Background: an optimization exercise with open tools, aiming at small area. Do not read the settings as production practice. In this exercise RTL edits were held to simulation tests only and were not proved equivalent to the original. The flow treats the clock pin as an ideal source, which a real chip does not have. Power figures rest on the tool's default switching activity, not on a simulated workload.

==> design/flow/design.v <==
module dataPath(input clk, input reset,
  output [31:0] imem_addr, input [31:0] imem_data,
  output wb1_en, output [2:0] wb1_rd, output [31:0] wb1_data,
  output wb2_en, output [2:0] wb2_rd, output [31:0] wb2_data,
  output dm_we, output [31:0] dm_addr, output [31:0] dm_wdata,
  output [3:0] flags);
  reg [31:0] pc;
  reg [6:0]  d_op1;     
  reg [4:0]  d_op2;     
  reg [8:0]  d_f1;      
  reg [10:0] d_f2;      
  reg [31:0] d_pc;      
  reg [1:0]  e_op;      
  reg        e_sub;
  reg        e_rw1, e_rw2, e_fw1, e_fw2, e_mr, e_mw;
  reg [10:0] e_f1;
  reg [10:0] e_f2;
  reg        m_rw1, m_rw2, m_fw1, m_fw2, m_mr, m_mw;
  reg [31:0] m_alu, m_addr, m_sd;
  reg [2:0]  m_rd1, m_rdl;
  reg        m_z, m_c, m_n;
  reg        w_rw1, w_rw2, w_fw1, w_fw2;
  reg [31:0] w_alu, w_ld;
  reg [2:0]  w_rd1, w_rdl;
  reg        w_z, w_c, w_n;
  reg        f_n, f_z, f_c;
  reg [31:0] rf [0:7];
  reg [31:0] dm [0:15];
  wire [4:0] op1 = d_op1[6:2];
  wire i_add  = op1 == 5'b00100;
  wire i_sub  = op1 == 5'b00011;
  wire i_cs   = op1 == 5'b01000;
  wire i_nop1 = op1 == 5'b00000;
  wire i_lw   = d_op2 == 5'b10001;
  wire i_sw   = d_op2 == 5'b10000;
  wire i_jmp  = d_op2 == 5'b11100;
  wire i_br   = d_op2 == 5'b11010;
  wire i_nop2 = d_op2 == 5'b00000;
  wire invalid = ~(i_add | i_sub | i_cs | i_nop1) | ~(i_lw | i_sw | i_jmp | i_br | i_nop2);
  wire c_rw1 = i_add | i_sub | (i_cs & d_op1[1:0] == 2'b01);
  wire c_fw1 = i_add | i_sub | i_cs;
  wire [1:0] c_op = i_add ? 2'b01 : i_sub ? 2'b10 : i_cs ? {1'b1, d_op1[0]} : 2'b00;
  wire [10:0] f1 = {d_op1[1:0], d_f1};
  wire [2:0] e_rdl = e_f2[2:0];
  wire ld_use = e_mr & (
      (i_add & e_rdl == f1[10:8]) ||
      (i_sub & (e_rdl == f1[8:6] || e_rdl == f1[5:3])) ||
      (i_cs  & (e_rdl == f1[5:3] || e_rdl == f1[2:0])) ||
      (i_lw  & e_rdl == d_f2[5:3]) ||
      (i_sw  & (e_rdl == d_f2[5:3] || e_rdl == d_f2[2:0])) ||
      i_br);
  wire br_stall = ~e_mr & i_br & ((m_mr & ~m_n) | e_fw1);
  wire stall = ld_use | br_stall;
  wire kill = stall | invalid;
  wire ovf;
  wire n_fwd = (m_fw1 & (m_n | ~m_fw2)) ? m_n : f_n;
  wire [31:0] pc4 = pc + 32'd4;
  wire [31:0] br_tgt = d_pc + {{23{d_f2[7]}}, d_f2[7:0], 1'b0};
  wire [31:0] j_tgt = {d_pc[31:12], d_f2[10:0], 1'b0};
  wire [31:0] pc_in = (invalid | ovf) ? 32'd1603 :
                      (i_br & n_fwd) ? br_tgt :
                      i_jmp ? j_tgt : pc4;
  wire [2:0] a1 = (e_op == 2'b01) ? e_f1[10:8] : e_sub ? e_f1[5:3] : e_f1[2:0];
  wire [2:0] a2 = e_sub ? e_f1[8:6] : e_f1[5:3];
  function [31:0] rdp(input [2:0] a, input [255:0] flat);
    integer k;
    reg [7:0] oh;
    begin
      oh = 8'b1 << a;
      rdp = 32'd0;
      for (k = 0; k < 8; k = k + 1) rdp = rdp | ({32{oh[k]}} & flat[32*k +: 32]);
    end
  endfunction
  wire [255:0] rff = {rf[7], rf[6], rf[5], rf[4], rf[3], rf[2], rf[1], rf[0]};
  wire [31:0] r1 = rdp(a1, rff);
  wire [31:0] r2 = rdp(a2, rff);
  wire [31:0] ra = rdp(e_f2[5:3], rff);
  wire [31:0] rs = rdp(e_f2[2:0], rff);
  wire [31:0] opb = (e_op == 2'b01) ? {{24{e_f1[7]}}, e_f1[7:0]} : r2;
  wire is_sub = e_op == 2'b10;
  wire [32:0] sum = {1'b0, r1} + {1'b0, opb ^ {32{is_sub}}} + {32'd0, is_sub};
  wire [32:0] shl = (|opb[31:6]) ? 33'd0 : ({1'b0, r1} << opb[5:0]);
  reg [31:0] res;
  reg c_f;
  always @(*) begin
    case (e_op)
      2'b01: begin res = sum[31:0]; c_f = sum[32]; end
      2'b10: begin res = sum[31:0]; c_f = ~sum[32]; end
      2'b11: begin res = shl[31:0]; c_f = shl[32]; end
      default: begin res = 32'd0; c_f = 1'b0; end
    endcase
  end
  wire bx = opb[31] ^ is_sub;
  assign ovf = (e_op == 2'b01 || e_op == 2'b10) & (r1[31] == bx) & (r1[31] != sum[31]);
  wire n_f = (e_op != 2'b00) & res[31];
  wire z_f = (e_op != 2'b00) & (res == 32'd0);
  wire [2:0] rd1 = (e_op == 2'b01) ? e_f1[10:8] : e_f1[2:0];
  wire [31:0] addr = ra + {{25{e_f2[10]}}, e_f2[10:6], 2'b00};
  wire [31:0] ld = dm[m_addr[5:2]];
  wire zf2 = i_lw & (ld == 32'd0);
  wire nf2 = i_lw & ld[31];
  always @(negedge clk) begin
    if (reset) pc <= 32'd0;
    else if (~stall) pc <= pc_in;
  end
  always @(negedge clk) begin
    if (reset | invalid | ovf) begin
      d_op1 <= 7'd0; d_op2 <= 5'd0;
    end else if (~stall) begin
      d_op1 <= imem_data[31:25]; d_op2 <= imem_data[15:11];
    end
    if (~stall) begin
      d_f1 <= imem_data[24:16]; d_f2 <= imem_data[10:0]; d_pc <= pc4;
    end
  end
  always @(negedge clk) begin
    if (reset | ovf) begin
      e_op <= 2'd0; e_rw1 <= 1'b0; e_rw2 <= 1'b0; e_fw1 <= 1'b0; e_fw2 <= 1'b0;
      e_mr <= 1'b0; e_mw <= 1'b0;
    end else begin
      e_op <= c_op;
      e_rw1 <= c_rw1 & ~kill; e_rw2 <= i_lw & ~kill;
      e_fw1 <= c_fw1 & ~kill; e_fw2 <= i_lw & ~kill;
      e_mr <= i_lw & ~kill;   e_mw <= i_sw & ~kill;
    end
    e_sub <= i_sub;
    e_f1 <= f1;
    e_f2 <= d_f2;
  end
  always @(negedge clk) begin
    if (reset | ovf) begin
      m_rw1 <= 1'b0; m_rw2 <= 1'b0; m_fw1 <= 1'b0; m_fw2 <= 1'b0; m_mr <= 1'b0; m_mw <= 1'b0;
    end else begin
      m_rw1 <= e_rw1; m_rw2 <= e_rw2; m_fw1 <= e_fw1; m_fw2 <= e_fw2; m_mr <= e_mr; m_mw <= e_mw;
    end
    m_alu <= res; m_addr <= addr; m_sd <= rs;
    m_rd1 <= rd1; m_rdl <= e_f2[2:0];
    m_z <= z_f; m_c <= c_f; m_n <= n_f;
  end
  always @(negedge clk) begin
    if (reset) begin
      w_rw1 <= 1'b0; w_rw2 <= 1'b0; w_fw1 <= 1'b0; w_fw2 <= 1'b0;
    end else begin
      w_rw1 <= m_rw1; w_rw2 <= m_rw2; w_fw1 <= m_fw1; w_fw2 <= m_fw2;
    end
    w_alu <= m_alu; w_ld <= ld; w_rd1 <= m_rd1; w_rdl <= m_rdl;
    w_z <= m_z | zf2; w_c <= m_c; w_n <= m_n | nf2;
  end
  always @(posedge clk) begin
    if (reset) begin
      f_n <= 1'b0; f_z <= 1'b0; f_c <= 1'b0;
    end else begin
      if (w_fw1 | w_fw2) begin f_n <= w_n; f_z <= w_z; end
      if (w_fw1) f_c <= w_c;
    end
  end
  wire wa = e_rw1 & ~ovf & ~reset;
  wire wb = m_rw2 & ~reset;
  wire [7:0] sel_a = wa ? (8'b1 << rd1) : 8'd0;
  wire [7:0] sel_b = wb ? ((8'b1 << m_rdl) & ~sel_a) : 8'd0;
  wire [7:0] hold = ~(sel_a | sel_b) & {8{~reset}};
  genvar g;
  generate for (g = 0; g < 8; g = g + 1) begin : rfw
    always @(negedge clk)
      rf[g] <= ({32{sel_a[g]}} & res) | ({32{sel_b[g]}} & ld) | ({32{hold[g]}} & rf[g]);
  end endgenerate
  localparam [511:0] DM_INIT = {
      32'b0, 32'b0,
      32'b00100_000_11111111__0000000000000000,
      32'b00100_001_00000010__100000000000001,
      32'b00100_000_00000110__0000000000000000,
      32'b0, 32'b0,
      32'b00011_01_000_001_000__11010_000_00000100,
      32'b01000_00001_000_001__10000_00000_000_001,
      32'b01000_01000_001_001__10001_00000_011_100,
      32'b0, 32'b0,
      32'b00100_001_00000010__11100_00000001100,
      32'b0,
      32'b00011_01_010_000_000__11010_000_00010000,
      32'b00100_000_00001010__10001_00011_001_001};
  wire [31:0] wd0 = m_sd & {32{~reset}};
  wire [31:0] wd1 = m_sd | {32{reset}};
  generate for (g = 0; g < 16; g = g + 1) begin : dmw
    wire en = reset | (m_mw & m_addr[5:2] == g);
    wire [31:0] wd = (DM_INIT[32*g +: 32] & wd1) | (~DM_INIT[32*g +: 32] & wd0);
    always @(negedge clk) if (en) dm[g] <= wd;
  end endgenerate
  assign imem_addr = pc;
  assign wb1_en = w_rw1;
  assign wb1_rd = w_rd1;
  assign wb1_data = w_alu;
  assign wb2_en = w_rw2;
  assign wb2_rd = w_rdl;
  assign wb2_data = w_ld;
  assign dm_we = m_mw;
  assign dm_addr = m_addr;
  assign dm_wdata = m_sd;
  assign flags = {f_n, f_z, f_c, 1'b0};
endmodule
==> design/flow/run.sh <==
#!/bin/bash
# synth_recipe.tcl (not shown) runs the flow's synth.tcl, then flattens the netlist and writes it again
# the make line also repeats each setting of config.mk as NAME=value (left out here)
make -C /OpenROAD-flow-scripts/flow DESIGN_CONFIG=/design/flow/config.mk WORK_HOME=/design/flow/orfs CLKGATE_MAP_FILE= SYNTH_SCRIPT=/design/flow/synth_recipe.tcl finish
==> design/flow/config.mk <==
export PLATFORM = sky130hd
export DESIGN_NAME = dataPath
export DESIGN_NICKNAME = dataPath
export VERILOG_FILES = /design/flow/design.v
export SDC_FILE = /design/flow/constraint.sdc
export NUM_CORES = 4
export LEC_CHECK = 0
export CAP_MARGIN = 20
export CORE_MARGIN = 2
export CORE_UTILIZATION = 40
export PLACE_DENSITY = 0.6
export SETUP_SLACK_MARGIN = 0.3
export SLEW_MARGIN = 20
==> design/flow/constraint.sdc <==
create_clock -name core_clock -period 8.0 [get_ports {clk}]
set_input_delay 1.6000 -clock core_clock [delete_from_list [all_inputs] [get_ports {clk}]]
set_output_delay 1.6000 -clock core_clock [all_outputs]
set_load 0.01 [all_outputs]
==> summary.md, run 1 <==
| Metric | Value |
|---|---|
| Post-route ant nets | 0 |
| Combinational share of power | about 16% |
| Die area | between 0.1 and 0.15 mm^2 |
| CTS Root Cell | clkbuf_16 |
| Worst-Margin Slew | 1.19 ns |
| Cell row count | 134 |
| Critical Path Max Stage Delay | about 0.63 ns |
| DRT iter0 DRCs | a little over 7000 |
| Clock Sinks | 1081 |
| Port Buf Inserts | slightly above 200 |
| Worst Path Required | ~6.4 ns |
| Drt pass-1 iters | 7 |
| Slew Viols, Final | 0 |
| Top fanout value on the critical path | 3 |
| Final GP Congestion | ~1.0 |
| Residual DRC | 0 |
| Synth Warn # | 3 |
| CTS H-tree lvls | 3 |
| Chip height | 371 um |
| Status | complete, no violations |
| Largest area contributor in the netlist | edfxtp_1 |
| Starting Density | 40.3% |
| Area contributors post-synth | edfxtp_1, dfxtp_1, a22oi_1 |
| Register area share after synthesis | about half |
| Worst path top cell family by delay | buffers and inverters |
| Via count | about 51000 |
| First-pass GRT wire length | roughly 340000 um |
| Crit Path Category | flip-flop to output port |
| Register bit total from synthesis | roughly 1100 |
| Layout area overhead | 25.4% |
| CP arrival | approximately 6 ns |
| P_int | about 11 mW |
| CTS tree | done |
| Vias in the first global route | about 50000 |
| Post-Route Skew | 0.0750 ns |
| PD cells | ~250 mW/mm^2 |
| R2R cell count | 21 |
| LEAKAGE | slightly above 30 nW |
| Maximum vdd drop | between 200 and 250 uV |
| Mapped Cells | between 5000 and 6000 |
| Gr usage total | 33.7% |
| Post-synthesis area per instance | 10.6 um^2 |
| Pin count of the biggest net entering global routing | 123 |
| Number of flops mapped to enable cells by yosys | roughly 560 |
| Share of cells above drive strength 1 | a little under an eighth |
| DRT Wirelength | roughly 240000 um |
| DR vias/cell | approximately 6.2 |
| GRT overflow | 0 |
| I/O pin count | 207 |
| Most common cell in the synthesized netlist | edfxtp_1 |
| Antenna violations before repair | 20 |
| Crit path capture | dm_wdata[4] |
| Post-CTS setup buffer count | 0 |
| CTS buffer count | between 100 and 150 |
| Slew margin rel. | between 20% and 30% |
| Combined area of all synthesized cells | between 0.05 and 0.06 mm^2 |
| Startpoint Class | flip-flop |
| FF-to-FF setup slack | 0.54 ns |
| Final setup fails | 0 |
| Core area | between 0.1 and 0.15 mm^2 |
| CTS Buffer Depth | 3 |
| Worst hold path class | flip-flop to flip-flop |
| Switch Pwr | between 5 and 6 mW |
| Worst setup EP type | output port |
| Worst path slowest cell | clkdlybuf4s50_1 |
| Clock power share | between 40 and 50% |
| Avg WL per Cell | 29.1 um |
| Clock latency on the worst-skew pair | between 0.7 and 0.8 ns |
| Most frequent cells after synthesis | edfxtp_1, dfxtp_1, a22oi_1 |
| Placement Setup Slack | 0.433 ns |
| Top_reg_cell synth | edfxtp_1 |
| Beginning of the worst register-to-register path | e_sub |
| Crit path buffers/inverters | 1 |
| Worst reg2reg endpoint | rf[7][22] |
| Reg clk slew, reported paths | 0.04 ns |
| Stages on worst setup path | 1 |
| Max Cap Viol | 0 |
| Final WS setup | 0.392 ns |
| Top-area cell type share of the netlist area | a little under a third |
| Sw frac | between 30% and 40% |
| CP Cell Sequence | clkdlybuf4s50_1 |
| DP Wirelength | between 150000 and 200000 um |
| Unrepaired setup endpoints after global routing | no |
| Hold Fails Final Rpt | 0 |
| Synth cell types | a little over 100 |
| Fin nets | 6484 |
| Setup TNS | 0 ns |
| Hold Slack | about 0.31 ns |
| CP startpoint | m_sd[4] |
| Ys async rst share | 0% |
| Synthesized Nets | ~5200 |
| Die Wd | about 370 um |
| Flop pwr share | 36.6% |
-- state kept, by name, summed over array words and instances, names as in the netlist, 9 cells and up --
signal / flops
d_f1: 9
rf: 256
d_pc: 32
dm: 512
e_f1: 11
m_sd: 32
d_f2: 11
pc: 32
w_alu: 32
e_f2: 11
w_ld: 32
m_alu: 32
m_addr: 32
-- layout by cell type (no fill, tap or decap), types with 86 or more instances in the layout --
cell type	instances
clkbuf_16	121
nand3_1	118
edfxtp_1	564
clkdlybuf4s50_1	204
nor2_1	238
a21oi_1	275
and3_1	128
a22oi_1	447
nand2_1	379
buf_4	227
o21ai_0	288
xnor2_1	86
dfxtp_1	512
nand4_1	133
ha_1	95
inv_1	1168
mux2i_1	313
-- stage by stage --
step,util (%),power (mW),instances,instance area (um^2)
3_3_place_gp,44.2,9.73,6917,59000
5_1_grt,50.5,18.0,8217,67400
4_1_cts,50.5,17.2,8215,67400
6_report,50.5,17.1,8224,67400
2_1_floorplan,-,8.60,5081,53700
3_5_place_dp,44.2,9.74,6917,59000
-- routing by layer --
metal	part of all wire, %	vias up	track usage, %
li1	-	21971	-
met1	38	24827	40.4
met2	44	3474	50.3
met3	12	868	11.9
met4	6.6	16	23.3
met5	0.044	-	0
-- how the worst min path moves through the flow --
stage / start / endpoint / slack (ns) / cells after the start
global placement: m_alu[14] / w_alu[14] / 0.31 / 0
finish: m_alu[30] / w_alu[30] / 0.31 / 0
floorplan: m_alu[0] / w_alu[0] / 0.31 / 0
global route: m_alu[30] / w_alu[30] / 0.32 / 0
CTS: m_alu[30] / w_alu[30] / 0.31 / 0
detailed placement: m_alu[20] / w_alu[20] / 0.31 / 0
-- cells by family (layout without fill, tap and decap cells) --
logic type | after synthesis | count (layout) | synth area share, %
AO/OA/AOI/OAI | 1482 | 1482 | 18.7
XOR/XNOR | 143 | 143 | 2.33
adder cells (fa/ha/maj) | 100 | 100 | 2.37
buffers and inverters | 476 | 1843 | 3.71
flip-flops | 1081 | 1081 | 50.8
multiplexers | 472 | 472 | 9.68
other | 1 | 9 | 0.00698
AND/OR/NAND/NOR | 1326 | 1326 | 12.4
-- power by group through the flow --
stage / Clock [mW] / Sequential, mW / Combinational (mW)
after detailed placement: 0.804 / 6.32 / 2.61
after global routing: 8.92 / 6.26 / 2.82
after global placement: 0.804 / 6.31 / 2.61
after CTS: 8.32 / 6.25 / 2.63
after floorplan: 0.804 / 6.27 / 1.53
final: 8.14 / 6.25 / 2.72
-- layout make-up --
type                       instances  area (um^2)
antenna                            8         20.0
timing repair buffer             466         4420
clock buffer                     121         3030
inverter                          78          298
fill                           12381        66100
tap                             1768         2210
multi-input combinational       3524        24800
clock inverter                  1178         5300
sequential                      1081        27300
-- timing repair --
item                                    in CTS  in global routing
endpoints found under the setup margin       4                  0
endpoints found under the hold margin        0                  0
gates resized for setup                      4                  0
hold buffers                                 0                  0
==> run 2, diff against run 1 <==
--- a/design/flow/design.v
+++ b/design/flow/design.v
@@ -25,5 +25,5 @@
   reg        w_z, w_c, w_n;
   reg        f_n, f_z, f_c;
-  reg [31:0] rf [0:7];
+  reg [31:0] rfn [0:7];
   reg [31:0] dm [0:15];
   wire [4:0] op1 = d_op1[6:2];
@@ -72,5 +72,5 @@
     end
   endfunction
-  wire [255:0] rff = {rf[7], rf[6], rf[5], rf[4], rf[3], rf[2], rf[1], rf[0]};
+  wire [255:0] rff = ~{rfn[7], rfn[6], rfn[5], rfn[4], rfn[3], rfn[2], rfn[1], rfn[0]};
   wire [31:0] r1 = rdp(a1, rff);
   wire [31:0] r2 = rdp(a2, rff);
@@ -78,6 +78,27 @@
   wire [31:0] rs = rdp(e_f2[2:0], rff);
   wire [31:0] opb = (e_op == 2'b01) ? {{24{e_f1[7]}}, e_f1[7:0]} : r2;
+  function [32:0] bk_add(input [31:0] a, input [31:0] b, input cin);
+    reg [31:0] gg, pp, hp;
+    integer i, d;
+    begin
+      hp = a ^ b;
+      gg = a & b;
+      pp = hp;
+      gg[0] = gg[0] | (pp[0] & cin);
+      for (d = 1; d < 32; d = d * 2)
+        for (i = 2 * d - 1; i < 32; i = i + 2 * d) begin
+          gg[i] = gg[i] | (pp[i] & gg[i - d]);
+          pp[i] = pp[i] & pp[i - d];
+        end
+      for (d = 8; d >= 1; d = d / 2)
+        for (i = 3 * d - 1; i < 32; i = i + 2 * d) begin
+          gg[i] = gg[i] | (pp[i] & gg[i - d]);
+          pp[i] = pp[i] & pp[i - d];
+        end
+      bk_add = {gg[31], hp ^ {gg[30:0], cin}};
+    end
+  endfunction
   wire is_sub = e_op == 2'b10;
-  wire [32:0] sum = {1'b0, r1} + {1'b0, opb ^ {32{is_sub}}} + {32'd0, is_sub};
+  wire [32:0] sum = bk_add(r1, opb ^ {32{is_sub}}, is_sub);
   wire [32:0] shl = (|opb[31:6]) ? 33'd0 : ({1'b0, r1} << opb[5:0]);
   reg [31:0] res;
@@ -98,6 +119,11 @@
   wire [31:0] addr = ra + {{25{e_f2[10]}}, e_f2[10:6], 2'b00};
   wire [31:0] ld = dm[m_addr[5:2]];
-  wire zf2 = i_lw & (ld == 32'd0);
-  wire nf2 = i_lw & ld[31];
+  reg ld_z, ld_n;
+  always @(posedge clk) begin
+    ld_z <= ld == 32'd0;
+    ld_n <= ld[31];
+  end
+  wire zf2 = i_lw & ld_z;
+  wire nf2 = i_lw & ld_n;
   always @(negedge clk) begin
     if (reset) pc <= 32'd0;
@@ -163,5 +189,5 @@
   generate for (g = 0; g < 8; g = g + 1) begin : rfw
     always @(negedge clk)
-      rf[g] <= ({32{sel_a[g]}} & res) | ({32{sel_b[g]}} & ld) | ({32{hold[g]}} & rf[g]);
+      rfn[g] <= ~(({32{sel_a[g]}} & res) | ({32{sel_b[g]}} & ld) | ({32{hold[g]}} & ~rfn[g]));
   end endgenerate
   localparam [511:0] DM_INIT = {
@@ -184,5 +210,5 @@
     wire en = reset | (m_mw & m_addr[5:2] == g);
     wire [31:0] wd = (DM_INIT[32*g +: 32] & wd1) | (~DM_INIT[32*g +: 32] & wd0);
-    always @(negedge clk) if (en) dm[g] <= wd;
+    always @(posedge clk) if (en) dm[g] <= wd;
   end endgenerate
   assign imem_addr = pc;
==> design/flow/flow/run.sh (new file) <==
#!/bin/bash
# The standard layout (standard.sh), with three changes made through ORFS's
# own variables and hooks:
#  - synthesis runs the standard flow's synthesis script through flow/synth.tcl, which only
#    swaps the ABC script used for combinational mapping (flow/abc_map.script);
#  - flow/pre_cts.tcl keeps a single clock inverter for the falling-edge
#    registers instead of cloning one inverter per register before CTS;
#  - the port buffers start as buf_1 (the resizer may upsize them).
# Each tool's output goes to a log file in this folder (ORFS also keeps its
# per-step logs under orfs/logs).
set -euo pipefail
W=$(pwd)
cat >> "$W/config.mk" <<EOF
export PRE_CTS_TCL = $W/flow/pre_cts.tcl
export BUFFER_PORTS_ARGS = -buffer_cell sky130_fd_sc_hd__buf_1
EOF
ORIG=$(grep -o 'SYNTH_SCRIPT=[^ ]*' "$W/standard.sh" | head -1 | cut -d= -f2-)
sed -e "s#SYNTH_SCRIPT=[^ ]*#SYNTH_SCRIPT=$W/flow/synth.tcl#" "$W/standard.sh" > "$W/synth_step.sh"
FLOW_SYNTH_TCL="$ORIG" FLOW_ABC_SCRIPT="$W/flow/abc_map.script" \
  bash "$W/synth_step.sh" synth > "$W/synth_step.log" 2>&1
bash "$W/standard.sh" > "$W/standard_flow.log" 2>&1
==> design/flow/flow/abc_map.script (new file) <==
&get -n
&st
&dch
&nf
&put
buffer -c
topo
stime -c
upsize -c
dnsize -c
==> design/flow/flow/pre_cts.tcl (new file) <==
# Keep one clock inverter in front of the falling-edge registers instead of
# cloning an inverter next to every one of them; CTS buffers the inverted
# clock net like any other clock net. The shared inverter gets a clock-strength
# cell since it now drives a clock tree.
proc repair_clock_inverters {args} {
  puts "flow/pre_cts.tcl: repair_clock_inverters skipped"
  set block [ord::get_db_block]
  set clknet [$block findNet clk]
  foreach it [$clknet getITerms] {
    set inst [$it getInst]
    set master [[$inst getMaster] getName]
    if {[string match "*__inv_*" $master] || [string match "*__clkinv_*" $master]} {
      puts "flow/pre_cts.tcl: clock inverter [$inst getName] $master -> sky130_fd_sc_hd__clkinv_4"
      replace_cell [$inst getName] sky130_fd_sc_hd__clkinv_4
    }
  }
}
==> design/flow/flow/synth.tcl (new file) <==
# The standard flow's synthesis script (its path comes in FLOW_SYNTH_TCL), with one
# change: ABC maps the combinational logic with flow/abc_map.script (a single
# &dch/&nf mapping pass) instead of ORFS's abc_speed.script. Registers are
# mapped before ABC runs, so they are exactly the standard synthesis's.
proc abc {args} {
  set i [lsearch -exact $args -script]
  if {$i >= 0} {
    set args [lreplace $args [expr {$i + 1}] [expr {$i + 1}] $::env(FLOW_ABC_SCRIPT)]
  }
  yosys abc {*}$args
}
source $::env(FLOW_SYNTH_TCL)
==> design/flow/standard.sh (new file) <==
#!/bin/bash
# synth_recipe.tcl (not shown) runs the flow's synth.tcl, then flattens the netlist and writes it again
# the make line also repeats each setting of config.mk as NAME=value (left out here)
make -C /OpenROAD-flow-scripts/flow DESIGN_CONFIG=/design/flow/config.mk WORK_HOME=/design/flow/orfs CLKGATE_MAP_FILE= SYNTH_SCRIPT=/design/flow/synth_recipe.tcl "${@:-finish}"
--- a/design/flow/config.mk
+++ b/design/flow/config.mk
@@ -9,5 +9,10 @@
 export CORE_MARGIN = 2
 export CORE_UTILIZATION = 40
+export CTS_BUF_LIST = sky130_fd_sc_hd__clkbuf_8
+export CTS_CLUSTER_DIAMETER = 50
+export CTS_CLUSTER_SIZE = 12
 export PLACE_DENSITY = 0.6
 export SETUP_SLACK_MARGIN = 0.3
 export SLEW_MARGIN = 20
+export PRE_CTS_TCL = /design/flow/flow/pre_cts.tcl
+export BUFFER_PORTS_ARGS = -buffer_cell sky130_fd_sc_hd__buf_1
removed: design/flow/run.sh
==> run 2 against run 1 <==
Compared with the run above:
- count of clock-buffer cells in the layout is 51 higher
- sequential cell count is 2 higher
- final area is 15% lower
- clock power is 39% lower
- routed wire length is 10% lower
- synthesized cell count is 9.9% lower
- worst hold slack better by 0.015 ns
- area after synthesis is 8.3% lower
- total power is 19% lower
- clock skew is 0.25 ns higher
- critical path type unchanged
- largest cell class unchanged
==> summary.md, run 2 <==
| Metric | Value |
|---|---|
| Status | complete, no violations |
| Residual DRC | 0 |
| Largest Register | dm |
| Setup TNS | 0 ns |
| FF-to-FF setup slack | just under 0.5 ns |
| Commonest non-fill, non-tap cells in the layout | nor2_1, edfxtp_1, dfxtp_1 |
| Hold path endpoint | w_alu[18] |
| Largest area contributor in the netlist | edfxtp_1 |
| Crit path buffers/inverters | 2 |
| Post-route ant nets | 0 |
| Avg WL per Cell | between 30 and 40 um |
| Gr usage total | ~33% |
| Combined area of all synthesized cells | just under 0.05 mm^2 |
| Pin count of the biggest net entering global routing | 49 |
| Clock power share | about 36% |
| Final setup fails | 0 |
| Worst reg2reg endpoint | ld_z |
| Antenna violations before repair | 17 |
| Worst hold path class | flip-flop to flip-flop |
| Crit Path Category | flip-flop to output port |
| CTS tree | done |
| Max reg flops | 512 |
| Synthesized Nets | between 4000 and 5000 |
| Slew Viols, Final | 0 |
| Hold Crit Depth | 0 |
| PD cells | around 240 mW/mm^2 |
| Worst path slowest cell | dfxtp_4 |
| Hold Slack | 0.327 ns |
| Fin nets | roughly 5000 |
| I/O pin count | approximately 210 |
| Startpoint Class | flip-flop |
| Max Cap Viol | 0 |
| DR vias/cell | around 6.7 |
| Final GP Congestion | 1.00 |
| Slew margin rel. | roughly 17% |
| Chip height | 355 um |
| Clock latency on the worst-skew pair | 1.68 ns |
| Worst path top cell family by delay | flip-flops |
| Synth cell types | 85 |
| Hold Fails Final Rpt | 0 |
| Core area | 0.122 mm^2 |
| Beginning of the worst register-to-register path | m_addr[2] |
| Port Buf Inserts | between 200 and 250 |
| Register area share after synthesis | a little under three fifths |
| Most common cell in the synthesized netlist | nor2_1 |
| DP Cell Count | approximately 6300 |
| Cell row count | between 100 and 150 |
| Via count | about 44000 |
| Most frequent cells after synthesis | nor2_1, edfxtp_1, dfxtp_1 |
| Top fanout value on the critical path | 2 |
| Area contributors post-synth | edfxtp_1, dfxtp_1, o22ai_1 |
| Mapped Cells | 4579 |
| LEAKAGE | slightly above 20 nW |
| Die Wd | roughly 350 um |
| Layout area overhead | 16.0% |
| Post-synthesis area per instance | 10.8 um^2 |
| Unrepaired setup endpoints after global routing | yes |
| Worst setup EP type | output port |
| Critical Path Max Stage Delay | about 0.36 ns |
| Number of flops mapped to enable cells by yosys | between 500 and 600 |
| DP Wirelength | 136000 um |
| Worst Path Required | 6.40 ns |
| Worst-Margin Slew | 1.24 ns |
| Synth Warn # | 3 |
| Drt pass-1 iters | 10 |
| Non-filler instance count after layout | between 6000 and 7000 |
| Share of cells above drive strength 1 | roughly 17% |
| P_int | ~9 mW |
| Commonest non-fill, non-tap cell in the layout | nor2_1 |
| Register bit total from synthesis | approximately 1100 |
| Power Total | between 10 and 15 mW |
| DRT Wirelength | between 200000 and 250000 um |
| Sw frac | between 30% and 40% |
| Starting Density | around two fifths |
| Ys async rst share | 0% |
| Reg clk slew, reported paths | approximately 0.070 ns |
| Post-Route Skew | 0.327 ns |
| CTS hold repair buffers | 0 |
| CP Cell Sequence | buf_6, buf_8 |
| First-pass GRT wire length | about 300000 um |
| Combinational share of power | 19.9% |
| Switch Pwr | between 4 and 5 mW |
| Vias in the first global route | 41441 |
| Flop pwr share | 44.5% |
| R2R cell count | 12 |
| Top_reg_cell synth | edfxtp_1 |
| CP arrival | around 6 ns |
| Hold_sp | m_alu[18] |
| DRT iter0 DRCs | 7694 |
| Die area | around 0.13 mm^2 |
| GRT overflow | 0 |
| Top-area cell type share of the netlist area | 34.4% |
| Maximum vdd drop | ~170 uV |
| Top flop regs | dm: 512 flops, rfn: 256 flops |
run 2: cell count changes after synthesis, moves of 71 or more:
cell      before  now
o22ai_1       22  416
a22oi_1      447   96
nor2_1       252  601
mux2i_1      316   58
a221oi_1      57  292
o21ai_0      289   57
nand2_1      395  260
a21oi_1      276  149
and3_1       128    5
nand4_1      133   54
or4_1          4   75
run 2: worst max-delay path by stage:
stage,cells past startpoint,slack (ns),start,end
final,2,0.33,m_addr[5],dm_addr[5]
after global routing,2,0.26,m_addr[5],dm_addr[5]
after CTS,2,0.19,m_addr[5],dm_addr[5]
after detailed placement,34,0.36,e_op[1],rfn[3][4]
after global placement,28,0.11,e_sub,pc[27]
after floorplan,37,0.33,e_sub,rfn[3][14]
run 2: logic make-up (layout without fill, tap and decap cells):
kind of cell	count (synthesis)	after routing	synth area share (%)
XOR/XNOR	141	141	2.51
other	1	8	0.00761
AO/OA/AOI/OAI	1386	1386	20.5
buffers and inverters	432	824	3.67
AND/OR/NAND/NOR	1331	1331	12.7
flip-flops	1083	1083	55.5
multiplexers	91	91	1.95
adder cells (fa/ha/maj)	114	114	3.17
run 2: layout make-up:
cell class / instances / area (um^2)
Clock buffer: 172 / 2370
Antenna cell: 7 / 17.5
Sequential cell: 1083 / 27500
Timing Repair Buffer: 501 / 3510
Multi-Input combinational cell: 3064 / 20600
Fill cell: 11323 / 64900
Tap cell: 1625 / 2030
Clock inverter: 95 / 951
Inverter: 56 / 215
run 2: worst register-to-register path: cells and delay by family (launching register included):
kind                   cells  cell delay (ns)
AOI/OAI and AO/OA          3             1.02
buffers and inverters      2             0.31
DFF                        1             0.35
and+or+nand+nor            7             2.00
run 2: what timing repair did:
action / 4_1_cts / 5_1_grt
buffers inserted: 11 / 7
setup endpoints to repair: 69 / 290
pin swaps: 0 / 5
gates resized for setup: 157 / 22
gates cloned: 0 / 1
run 2: power groups by stage:
stage	Sequential, mW	Clock (mW)	Combinational (mW)
2_1_floorplan	6.27	0.426	1.50
5_1_grt	6.19	5.22	2.83
4_1_cts	6.16	5.00	2.60
3_3_place_gp	6.29	0.426	2.57
6_report	6.16	4.94	2.76
3_5_place_dp	6.29	0.426	2.57
run 2: metrics by stage:
stage	worst slack, ns	instance area, um^2	util [%]
2_1_floorplan	0.328	49400	-
3_3_place_gp	0.108	53200	43.6
3_5_place_dp	0.362	53200	43.6
4_1_cts	0.192	56900	46.6
5_1_grt	0.260	57100	46.8
6_report	0.330	57100	46.8
run 2: layer usage:
metal / global-route usage, % / routed length (um)
met1: 42.2 / 79800
met2: 48.1 / 90000
met3: 10.8 / 29900
met4: 18.4 / 15200
met5: 0 / 153
==> run 3, diff against run 2 <==
--- a/design/flow/config.mk
+++ b/design/flow/config.mk
@@ -8,9 +8,9 @@
 export CAP_MARGIN = 20
 export CORE_MARGIN = 2
-export CORE_UTILIZATION = 40
+export CORE_UTILIZATION = 55
 export CTS_BUF_LIST = sky130_fd_sc_hd__clkbuf_8
-export CTS_CLUSTER_DIAMETER = 50
-export CTS_CLUSTER_SIZE = 12
-export PLACE_DENSITY = 0.6
+export CTS_CLUSTER_DIAMETER = 55
+export CTS_CLUSTER_SIZE = 16
+export PLACE_DENSITY = 0.7
 export SETUP_SLACK_MARGIN = 0.3
 export SLEW_MARGIN = 20
==> run 3 against run 2 <==
Compared with the run above:
- routed wire length decreased by 9.4%
- count of clock-buffer cells in the layout decreased by 40
- clock power decreased by 15%
- global-route usage increased by 8.4 points
- largest cell class unchanged
- largest power group unchanged
==> summary.md, run 3 <==
| Metric | Value |
|---|---|
| Commonest non-fill, non-tap cells in the layout | nor2_1, edfxtp_1, dfxtp_1 |
| Die area | between 0.09 and 0.1 mm^2 |
| Worst Path Required | roughly 6.4 ns |
| Worst-Margin Slew | ~1.2 ns |
| Residual DRC | 0 |
| Unrepaired setup endpoints after global routing | no |
| Max Cap Viol | 0 |
| Largest Register | dm |
| Most frequent cells after synthesis | nor2_1, edfxtp_1, dfxtp_1 |
| Pin count of the biggest net entering global routing | 82 |
| Layout area overhead | 12.0% |
| Area contributors post-synth | edfxtp_1, dfxtp_1, o22ai_1 |
| Hold Slack | 0.310 ns |
| Core area | between 0.08 and 0.09 mm^2 |
| Cell row count | approximately 110 |
| Flop pwr share | 47.7% |
| CP Cell Sequence | buf_1 |
| DR vias/cell | 7.27 |
| Vias in the first global route | between 40000 and 50000 |
| Synth Area in Compound Gates | a little over 20% |
| Top fanout value on the critical path | 3 |
| Port Buf Inserts | 205 |
| Starting Density | a little under three fifths |
| Number of flops mapped to enable cells by yosys | approximately 560 |
| DP Cell Count | between 5000 and 6000 |
| Top-area cell type share of the netlist area | roughly 34% |
| Top flop regs | dm: 512 flops, rfn: 256 flops |
| Register area share after synthesis | between 50% and 60% |
| Reg clk slew, reported paths | ~0.1 ns |
| Hold Crit Depth | 0 |
| Largest family of logic cells by synthesized area | compound AO/OA/AOI/OAI gates |
| Post-Route Skew | 0.174 ns |
| R2R cell count | 10 |
| LEAKAGE | roughly 20 nW |
| Die Wd | 303 um |
| Avg WL per Cell | 32.3 um |
| Max reg flops | ~510 |
| Ys async rst share | 0% |
| Combined area of all synthesized cells | just under 0.05 mm^2 |
| Simple-Gate Fraction of Synth Area | between 10% and 20% |
| DRT Wirelength | just under 200000 um |
| First-pass GRT wire length | 278000 um |
| Via count | around 44000 |
| Largest area contributor in the netlist | edfxtp_1 |
| PD cells | approximately 230 mW/mm^2 |
| Clock latency on the worst-skew pair | 1.49 ns |
| Stages on worst setup path | 1 |
| Worst path top cell family by delay | flip-flops |
| Worst setup EP type | output port |
| Worst hold path class | flip-flop to flip-flop |
| CP arrival | slightly above 6 ns |
| Startpoint Class | flip-flop |
| Switch Pwr | approximately 4.2 mW |
| Critical Path Max Stage Delay | between 0.4 and 0.5 ns |
| M1 wire length | about 68000 um |
| Slew margin rel. | between 20% and 30% |
| Post-route ant nets | 0 |
| Antenna violations before repair | 10 |
| Crit path buffers/inverters | 1 |
| Combinational share of power | just under 20% |
| P_int | 8.70 mW |
| Maximum vdd drop | slightly below 200 uV |
| GRT overflow | 0 |
| Chip height | a little over 300 um |
| Fin nets | just under 5000 |
| Synth cell types | 85 |
| WL met3 | around 28000 um |
| Metal2 WL | between 80000 and 90000 um |
| Synth Warn # | 3 |
| CTS tree | done |
| Crit Path Category | flip-flop to output port |
| Top_reg_cell synth | edfxtp_1 |
| Mapped Cells | between 4000 and 5000 |
| Synthesized Nets | approximately 4700 |
| Filler cells | ~7100 |
| Clock power share | between 30% and 40% |
| DP Wirelength | between 100000 and 150000 um |
| CTS hold repair buffers | 0 |
| Sw frac | approximately 33% |
| DRT iter0 DRCs | 7639 |
| Drt pass-1 iters | 11 |
| XOR/XNOR share of the synthesized area | between 2 and 3% |
| Gr usage total | between 40% and 50% |
| I/O pin count | between 200 and 250 |
| Multiplexer area fraction after synthesis | slightly below 2% |
| Worst path slowest cell | dfxtp_2 |
| Adder-cell share of the synthesized area | approximately 3.2% |
| Final GP Congestion | 1.02 |
| Final setup fails | 0 |
| Post-synthesis area per instance | 10.8 um^2 |
| Hold Fails Final Rpt | 0 |
| Status | complete, no violations |
| Register bit total from synthesis | ~1100 |
| Uppermost routed layer | met5 |
| Commonest non-fill, non-tap cell in the layout | nor2_1 |
| Most common cell in the synthesized netlist | nor2_1 |
| Non-filler instance count after layout | approximately 6000 |
| Slew Viols, Final | 0 |
| Share of cells above drive strength 1 | 13.3% |
-- run 3: cells by family (layout without fill, tap and decap cells) --
kind of cell | after synthesis | after routing
flip-flops | 1083 | 1083
XOR/XNOR | 141 | 141
adder cells (fa/ha/maj) | 114 | 114
AO/OA/AOI/OAI | 1386 | 1386
multiplexers | 91 | 91
buffers and inverters | 432 | 716
AND/OR/NAND/NOR | 1331 | 1332
other | 1 | 4
-- run 3: path summary, 6_finish.rpt --
kind	start	to	slack [ns]
worst max-delay path	m_sd[25]	dm_wdata[25]	0.31
worst min-delay path	m_rd1[1]	w_rd1[1]	0.31
worst max register to register	m_addr[3]	ld_z	0.41
worst min register to register	m_rd1[1]	w_rd1[1]	0.31
-- run 3: what timing repair did --
action | 4_1_cts | 5_1_grt
cloned | 0 | 1
setup endpoints to repair | 272 | 259
buffers inserted | 1 | 14
pin swaps | 2 | 12
gates resized for setup | 23 | 34
-- run 3: final cells by class --
type,instances,area [um^2],area share [%]
clock inverters,64,806,1.46
well taps,1165,1460,2.64
flip-flops and latches,1083,27400,49.6
diodes,3,7.51,0.0136
repair buffers,464,2960,5.37
clock buffers,132,1820,3.29
multi-input cells,3065,20600,37.3
inverters,56,215,0.390
-- run 3: through the flow --
step	power [mW]	worst slack, ns	setup TNS (ns)	area [um^2]	utilization, %
after floorplan	8.20	0.328	0	49400	-
after global placement	9.12	0.132	0	52200	58.9
after detailed placement	9.13	-0.0707	-1.12	52200	58.9
after CTS	12.8	0.301	0	54900	62.0
after global routing	13.3	0.255	0	55200	62.2
final	12.9	0.314	0	55200	62.2
-- run 3: routing by layer --
metal / GRT usage, % / vias to the layer above
met5: 0.466 / -
met4: 24.9 / 16
met3: 14.7 / 946
met2: 61.8 / 3720
met1: 51.0 / 20893
li1: - / 18256
-- run 3: power groups by stage --
stage	clock, mW	combinational (mW)	sequential, mW
3_5_place_dp	0.426	2.41	6.29
3_3_place_gp	0.426	2.41	6.28
5_1_grt	4.40	2.66	6.19
6_report	4.20	2.58	6.17
4_1_cts	4.21	2.43	6.16
2_1_floorplan	0.426	1.50	6.27
==> run 4, diff against run 3 <==
--- a/design/flow/config.mk
+++ b/design/flow/config.mk
@@ -8,9 +8,9 @@
 export CAP_MARGIN = 20
 export CORE_MARGIN = 2
-export CORE_UTILIZATION = 55
+export CORE_UTILIZATION = 60
 export CTS_BUF_LIST = sky130_fd_sc_hd__clkbuf_8
 export CTS_CLUSTER_DIAMETER = 55
 export CTS_CLUSTER_SIZE = 16
-export PLACE_DENSITY = 0.7
+export PLACE_DENSITY = 0.75
 export SETUP_SLACK_MARGIN = 0.3
 export SLEW_MARGIN = 20
==> run 4 against run 3 <==
Compared with the run above:
- via count grew 1.5%
- still clean
- largest cell class unchanged
- critical path type unchanged
- sequential share of layout area barely moved
- synthesized cell count unchanged
==> summary.md, run 4 <==
| Metric | Value |
|---|---|
| Status | complete, no violations |
| Synth Warn # | 3 |
| I/O pin count | 207 |
| Worst path slowest cell | dfxtp_1 |
| Cell row count | between 100 and 150 |
| Antenna violations before repair | 8 |
| LEAKAGE | approximately 20 nW |
| Starting Density | about three fifths |
| Area contributors post-synth | edfxtp_1, dfxtp_1, o22ai_1 |
| Worst reg2reg endpoint | rfn[7][2] |
| Ys async rst share | 0% |
| Most common cell in the synthesized netlist | nor2_1 |
| GRT overflow | 0 |
| Chip height | around 290 um |
| Worst hold path class | flip-flop to flip-flop |
| CP arrival | about 6.1 ns |
| Largest Register | dm |
| Combined area of all synthesized cells | ~0.05 mm^2 |
| Final GP Congestion | 1.03 |
| DR vias/cell | 7.47 |
| Post-route ant nets | 0 |
| Hold Fails Final Rpt | 0 |
| First-pass GRT wire length | 281000 um |
| Top flop regs | dm: 512 flops, rfn: 256 flops |
| Number of flops mapped to enable cells by yosys | between 500 and 600 |
| Post-synthesis area per instance | approximately 11 um^2 |
| Core area | ~0.082 mm^2 |
| Die Wd | ~290 um |
| R2R cell count | 33 |
| Commonest non-fill, non-tap cell in the layout | nor2_1 |
| Unrepaired setup endpoints after global routing | no |
| Avg WL per Cell | between 30 and 40 um |
| Worst Path Required | approximately 6.4 ns |
| Crit path capture | dm_wdata[21] |
| Non-filler instance count after layout | 5960 |
| Pin count of the biggest net entering global routing | between 60 and 70 |
| DRT iter0 DRCs | 7777 |
| Slew margin rel. | between 20% and 30% |
| Slew Viols, Final | 0 |
| FF-to-FF setup slack | between 0.5 and 0.6 ns |
| Final setup fails | 0 |
| Clock latency on the worst-skew pair | between 1.5 and 2 ns |
| Mapped Cells | around 4600 |
| Maximum vdd drop | around 220 uV |
| Largest area contributor in the netlist | edfxtp_1 |
| CTS hold repair buffers | 0 |
| PD cells | 237 mW/mm^2 |
| Residual DRC | 0 |
| Critical Path Max Stage Delay | 0.56 ns |
| Max reg flops | 512 |
| Vias in the first global route | about 42000 |
| Commonest non-fill, non-tap cells in the layout | nor2_1, edfxtp_1, dfxtp_1 |
| CTS tree | done |
| Post-Route Skew | approximately 0.29 ns |
| Top fanout value on the critical path | 3 |
| Startpoint Class | flip-flop |
| Hold_sp | m_alu[21] |
| Layout area overhead | 12.0% |
| Drt pass-1 iters | 10 |
| Beginning of the worst register-to-register path | e_sub |
| Filler cells | 6184 |
| Setup TNS | 0 ns |
| Register bit total from synthesis | roughly 1100 |
| Max Cap Viol | 0 |
| Worst path top cell family by delay | flip-flops |
| Worst-Margin Slew | roughly 1.2 ns |
| Top_reg_cell synth | edfxtp_1 |
| Fin nets | 4955 |
| Via count | 44495 |
| Hold Crit Depth | 0 |
| CP startpoint | m_sd[21] |
| Most frequent cells after synthesis | nor2_1, edfxtp_1, dfxtp_1 |
| Crit path buffers/inverters | 1 |
| Synth cell types | between 80 and 90 |
| DRT Wirelength | slightly below 200000 um |
| Stages on worst setup path | 1 |
| DP Wirelength | around 130000 um |
| Top-area cell type share of the netlist area | between 30% and 40% |
| Worst setup EP type | output port |
| DP Cell Count | between 5000 and 6000 |
| Reg clk slew, reported paths | 0.10 ns |
| Share of cells above drive strength 1 | around an eighth |
| Register area share after synthesis | approximately 55% |
| Die area | approximately 0.084 mm^2 |
| Crit Path Category | flip-flop to output port |
| Port Buf Inserts | 205 |
| Gr usage total | between 40% and 50% |
| CP Cell Sequence | buf_1 |
| Synthesized Nets | between 4000 and 5000 |
-- run 4: cell counts after synthesis --
No cell type changed its count.
-- run 4: cells by family (layout without fill, tap and decap cells) --
family,count (synthesis),in the layout,synth area share (%)
AND/OR/NAND/NOR,1331,1331,12.7
buffers and inverters,432,738,3.67
multiplexers,91,91,1.95
adder cells (fa/ha/maj),114,114,3.17
flip-flops,1083,1083,55.5
XOR/XNOR,141,141,2.51
AO/OA/AOI/OAI,1386,1386,20.5
other,1,6,0.00761
-- run 4: what timing repair did --
action,CTS,global route
resized for setup,7,31
setup buffers,2,13
pin swaps,1,13
setup endpoints to repair,199,258
-- run 4: worst min-delay path by stage --
stage | to | slack, ns
finish | w_alu[21] | 0.33
global route | w_alu[21] | 0.33
CTS | w_alu[3] | 0.33
detailed placement | w_alu[18] | 0.31
global placement | w_alu[5] | 0.31
floorplan | w_alu[0] | 0.31
-- run 4: layout make-up --
class | instances | area (um^2) | area share, %
clock inverters | 74 | 790 | 1.43
diodes | 5 | 12.5 | 0.0227
flip-flops and latches | 1083 | 27300 | 49.5
clock buffers | 143 | 1970 | 3.57
multi-input cells | 3064 | 20600 | 37.3
repair buffers | 465 | 2960 | 5.37
well taps | 1070 | 1340 | 2.43
inverters | 56 | 215 | 0.390
-- run 4: report_power, final --
| group | total, mW | leakage [nW] | internal, mW | switching [mW] |
|---|---|---|---|---|
| combinational | 2.61 | 8.27 | 0.772 | 1.84 |
| clock | 4.29 | 1.43 | 1.93 | 2.36 |
| sequential | 6.17 | 10.1 | 6.04 | 0.125 |
| total | 13.1 | 19.8 | 8.74 | 4.32 |
-- run 4: metrics by stage --
stage	instance area (um^2)	setup slack, ns	util [%]	hold WS [ns]	total power, mW
after global routing	55200	0.248	67.5	0.330	13.4
after detailed placement	52200	0.101	63.8	0.312	9.14
after global placement	52200	0.220	63.8	0.310	9.12
final	55200	0.355	67.5	0.330	13.1
after CTS	54900	0.311	67.2	0.330	12.9
after floorplan	49400	0.328	-	0.310	8.20
-- run 4: per-layer routing --
| metal | wire length [um] | global-route usage (%) |
|---|---|---|
| met5 | 35 | 0 |
| met4 | 16200 | 30.7 |
| met3 | 30400 | 16.5 |
| met2 | 82300 | 65.2 |
| met1 | 67100 | 55.7 |
